From an optimization exercise on the open Yosys and OpenROAD flow, aimed at small area and a short achievable clock period; shortcuts taken in it are not production practice. At most, simulation tests tie the RTL to the original design; equivalence was not proved. The clock port is modelled as an ideal driver, which makes a skipped or thinned clock tree look cheaper than it is; a real chip needs a root buffer or a tree. No activity file was given, so power comes from the tool's default toggle rates.

==> module fifo, before the edit <==
module fifo(
  input clk,
  input rst,
  input [7:0] buf_in,
  input wr_en,
  input rd_en,
  output reg [7:0] buf_out,
  output buf_empty,
  output reg buf_full,
  output [7:0] fifo_counter
);
  reg [5:0] wr_ptr;
  reg [7:0] rlo;
  reg [7:0] rhi;
  reg [6:0] count;
  reg not_empty;
  reg [7:0] mem_n [0:63];
  assign fifo_counter = {1'b0, count};
  assign buf_empty = ~not_empty;
  wire wa = wr_en & ~buf_full;
  wire ra = rd_en & not_empty;
  wire [7:0] wlo_n;
  wire [7:0] whi;
  fifo_dec3n u_wlo (.a(wr_ptr[2:0]), .y_n(wlo_n));
  fifo_dec3 u_whi (.a(wr_ptr[5:3]), .y(whi));
  wire [7:0] whi_n;
  wire [63:0] we;
  wire [63:0] rs_n;
  genvar g, b;
  generate
    for (g = 0; g < 8; g = g + 1) begin : gwhi
      fifo_nand3b u (.a_n(buf_full), .b(wr_en), .c(whi[g]), .y(whi_n[g]));
    end
    for (g = 0; g < 64; g = g + 1) begin : gdec
      fifo_nor2 u_we (.a(wlo_n[g % 8]), .b(whi_n[g / 8]), .y(we[g]));
      fifo_nand2 u_rs (.a(rlo[g % 8]), .b(rhi[g / 8]), .y(rs_n[g]));
    end
  endgenerate
  wire [7:0] buf_out_next;
  wire ra_n = ~ra;
  generate
    for (b = 0; b < 8; b = b + 1) begin : gbit
      wire [63:0] col_n;
      for (g = 0; g < 64; g = g + 1) begin : gcol
        assign col_n[g] = mem_n[g][b];
      end
      wire [3:0] r;
      fifo_sel64 u_sel (.s_n(rs_n), .d_n(col_n), .r(r));
      fifo_outsel u_out (.r(r), .ra(ra), .ra_n(ra_n), .q(buf_out[b]), .y(buf_out_next[b]));
    end
  endgenerate
  wire [7:0] buf_in_n = ~buf_in;
  generate
    for (g = 0; g < 64; g = g + 1) begin : gmem
      always @(posedge clk)
        if (we[g])
          mem_n[g] <= buf_in_n;
    end
  endgenerate
  wire up = wa & ~ra;
  wire dn = ra & ~wa;
  wire [6:0] cnt_inc = count + 7'd1;
  wire [6:0] cnt_dec = count - 7'd1;
  wire [6:0] count_next;
  generate
    for (g = 0; g < 7; g = g + 1) begin : gcnt
      fifo_mux4 u (.a(count[g]), .b(cnt_dec[g]), .c(cnt_inc[g]), .d(cnt_inc[g]),
                   .s0(dn), .s1(up), .y(count_next[g]));
    end
  endgenerate
  wire c63 = (count == 7'd63);
  wire ne1 = (count != 7'd1);
  wire full_next, ne_next;
  fifo_flags u_flags (.wr_en(wr_en), .rd_en(rd_en), .full(buf_full), .ne(not_empty),
                      .c63(c63), .ne1(ne1), .full_next(full_next), .ne_next(ne_next));
  always @(posedge clk or posedge rst) begin
    if (rst) begin
      wr_ptr <= 6'd0;
      rlo <= 8'b00000001;
      rhi <= 8'b00000001;
      count <= 7'd0;
      buf_out <= 8'd0;
      not_empty <= 1'b0;
      buf_full <= 1'b0;
    end else begin
      if (wa) wr_ptr <= wr_ptr + 6'd1;
      if (ra) begin
        rlo <= {rlo[6:0], rlo[7]};
        if (rlo[7]) rhi <= {rhi[6:0], rhi[7]};
      end
      buf_out <= buf_out_next;
      count <= count_next;
      not_empty <= ne_next;
      buf_full <= full_next;
    end
  end
endmodule
==> module fifo_dec3n, before the edit <==
module fifo_dec3n(input [2:0] a, output [7:0] y_n);
  assign y_n = ~(8'b1 << a);
endmodule
==> module fifo_dec3, before the edit <==
module fifo_dec3(input [2:0] a, output [7:0] y);
  assign y = 8'b1 << a;
endmodule
clock: 4.0 ns
lec_check: 0
cap_margin: 20
core_margin: 2
core_utilization: 60
cts_cluster_diameter: 80
cts_cluster_size: 30
setup_slack_margin: 2.2
slew_margin: 20
synth_hierarchical: 1
synth_minimum_keep_size: 0
standard.sh (not shown) runs the stock make flow with config.mk's settings and CLKGATE_MAP_FILE= SYNTH_SCRIPT=/design/flow/synth_recipe.tcl, a recipe that flattens the netlist after the stock synthesis.
==> flow/flow/run.sh <==
#!/bin/bash
# Standard ORFS layout (the standard.sh) with these changes to how it is made:
#  - ports are buffered with buf_2 cells instead of the slow delay-cell default
#  - the clock tree is flow/my_cts.tcl's (built in place of TritonCTS through
#    ORFS's PRE_CTS_TCL hook): 32 equal clusters of flip-flops, each under a
#    clkbuf_8, grouped by quadrant under 4 clkbuf_16 that the clock port drives
#  - after the timing repair in CTS and in global routing, flow/downsize.tcl
#    swaps each cell for the smallest drive strength that keeps the worst
#    setup slack, and repair_design then restores the slew and cap margins
# Each ORFS step writes its full log under orfs/logs; make's output goes to standard.log.
set -euo pipefail
export BUFFER_PORTS_ARGS="-buffer_cell sky130_fd_sc_hd__buf_2"
export PRE_CTS_TCL="$PWD/flow/pre_cts.tcl"
export POST_CTS_TCL="$PWD/flow/post_cts.tcl"
export POST_GLOBAL_ROUTE_TCL="$PWD/flow/post_grt.tcl"
bash standard.sh > standard.log 2>&1
Other scripts of this flow, unchanged in this note and not shown: flow/flow/downsize.tcl, flow/flow/my_cts.tcl, flow/flow/post_cts.tcl, flow/flow/post_grt.tcl, flow/flow/pre_cts.tcl
Change:
--- a/flow/design.v
+++ b/flow/design.v
@@ -10,18 +10,18 @@
   output [7:0] fifo_counter
 );
-  reg [5:0] wr_ptr;
+  reg [7:0] wlo_n;
+  reg [7:0] whi;
   reg [7:0] rlo;
   reg [7:0] rhi;
   reg [6:0] count;
+  reg full;
   reg not_empty;
+  reg [6:0] count_o;
+  reg not_empty_o;
   reg [7:0] mem_n [0:63];
-  assign fifo_counter = {1'b0, count};
-  assign buf_empty = ~not_empty;
-  wire wa = wr_en & ~buf_full;
+  assign fifo_counter = {1'b0, count_o};
+  assign buf_empty = ~not_empty_o;
+  wire wa = wr_en & ~full;
   wire ra = rd_en & not_empty;
-  wire [7:0] wlo_n;
-  wire [7:0] whi;
-  fifo_dec3n u_wlo (.a(wr_ptr[2:0]), .y_n(wlo_n));
-  fifo_dec3 u_whi (.a(wr_ptr[5:3]), .y(whi));
   wire [7:0] whi_n;
   wire [63:0] we;
@@ -30,5 +30,5 @@
   generate
     for (g = 0; g < 8; g = g + 1) begin : gwhi
-      fifo_nand3b u (.a_n(buf_full), .b(wr_en), .c(whi[g]), .y(whi_n[g]));
+      fifo_nand3b u (.a_n(full), .b(wr_en), .c(whi[g]), .y(whi_n[g]));
     end
     for (g = 0; g < 64; g = g + 1) begin : gdec
@@ -63,26 +63,38 @@
   wire [6:0] cnt_dec = count - 7'd1;
   wire [6:0] count_next;
+  wire [6:0] count_o_next;
   generate
     for (g = 0; g < 7; g = g + 1) begin : gcnt
       fifo_mux4 u (.a(count[g]), .b(cnt_dec[g]), .c(cnt_inc[g]), .d(cnt_inc[g]),
                    .s0(dn), .s1(up), .y(count_next[g]));
+      fifo_mux4 u_o (.a(count[g]), .b(cnt_dec[g]), .c(cnt_inc[g]), .d(cnt_inc[g]),
+                     .s0(dn), .s1(up), .y(count_o_next[g]));
     end
   endgenerate
   wire c63 = (count == 7'd63);
   wire ne1 = (count != 7'd1);
-  wire full_next, ne_next;
-  fifo_flags u_flags (.wr_en(wr_en), .rd_en(rd_en), .full(buf_full), .ne(not_empty),
+  wire full_next, ne_next, full_o_next, ne_o_next;
+  fifo_flags u_flags (.wr_en(wr_en), .rd_en(rd_en), .full(full), .ne(not_empty),
                       .c63(c63), .ne1(ne1), .full_next(full_next), .ne_next(ne_next));
+  fifo_flags u_flags_o (.wr_en(wr_en), .rd_en(rd_en), .full(full), .ne(not_empty),
+                        .c63(c63), .ne1(ne1), .full_next(full_o_next), .ne_next(ne_o_next));
   always @(posedge clk or posedge rst) begin
     if (rst) begin
-      wr_ptr <= 6'd0;
+      wlo_n <= 8'b11111110;
+      whi <= 8'b00000001;
       rlo <= 8'b00000001;
       rhi <= 8'b00000001;
       count <= 7'd0;
+      count_o <= 7'd0;
       buf_out <= 8'd0;
       not_empty <= 1'b0;
+      not_empty_o <= 1'b0;
+      full <= 1'b0;
       buf_full <= 1'b0;
     end else begin
-      if (wa) wr_ptr <= wr_ptr + 6'd1;
+      if (wa) begin
+        wlo_n <= {wlo_n[6:0], wlo_n[7]};
+        if (!wlo_n[7]) whi <= {whi[6:0], whi[7]};
+      end
       if (ra) begin
         rlo <= {rlo[6:0], rlo[7]};
@@ -91,6 +103,9 @@
       buf_out <= buf_out_next;
       count <= count_next;
+      count_o <= count_o_next;
       not_empty <= ne_next;
-      buf_full <= full_next;
+      not_empty_o <= ne_o_next;
+      full <= full_next;
+      buf_full <= full_o_next;
     end
   end
@@ -158,8 +173,2 @@
   assign ne_next = wr_en | (ne & (~rd_en | ne1));
 endmodule
-module fifo_dec3n(input [2:0] a, output [7:0] y_n);
-  assign y_n = ~(8'b1 << a);
-endmodule
-module fifo_dec3(input [2:0] a, output [7:0] y);
-  assign y = 8'b1 << a;
-endmodule
Fmax goes up by 2.1%.
Clock power goes up by about 2%.
Worst hold slack is better by 0.027 ns.
Total power goes down by 5.9%.
Via count goes up by 1.2%.
Wire length goes up by 0.58%.
No functional check of the RTL was part of the first run of this note. No run of this note takes its clock network from TritonCTS; it comes from the design's own scripts or RTL.

==> re-timing with driven ports <==
How much do the figures lean on ideal ports? The routed layouts below were timed once more, with nothing changed but the port constraints.
Step 1, drivers: a clkbuf_16 drives clk and a buf_2 each remaining input, both assumed.
Step 2 times the ports against the registers' clock, not the clock port: input delays grow and output delays shrink by t, the midpoint of the rising clock arrivals with the driver on.
Slacks: ideal / step 1 / step 2; pairs: ideal / step 1.
| run | t, ns | setup WS [ns] | worst data-port slew with drivers (ns) | cell pins on the clock port's net |
|---|---|---|---|---|
| the first run | 0.465 | 2.022 / 2.022 / 1.718 | 0.04 | 4 |
| the second run | 0.460 | 2.062 / 2.062 / 1.748 | 0.04 | 4 |
After both steps every run listed still meets setup and hold. The setup slack of the second run, which loses most, moves by 0.000 ns with the drivers and by -0.314 ns with both steps.
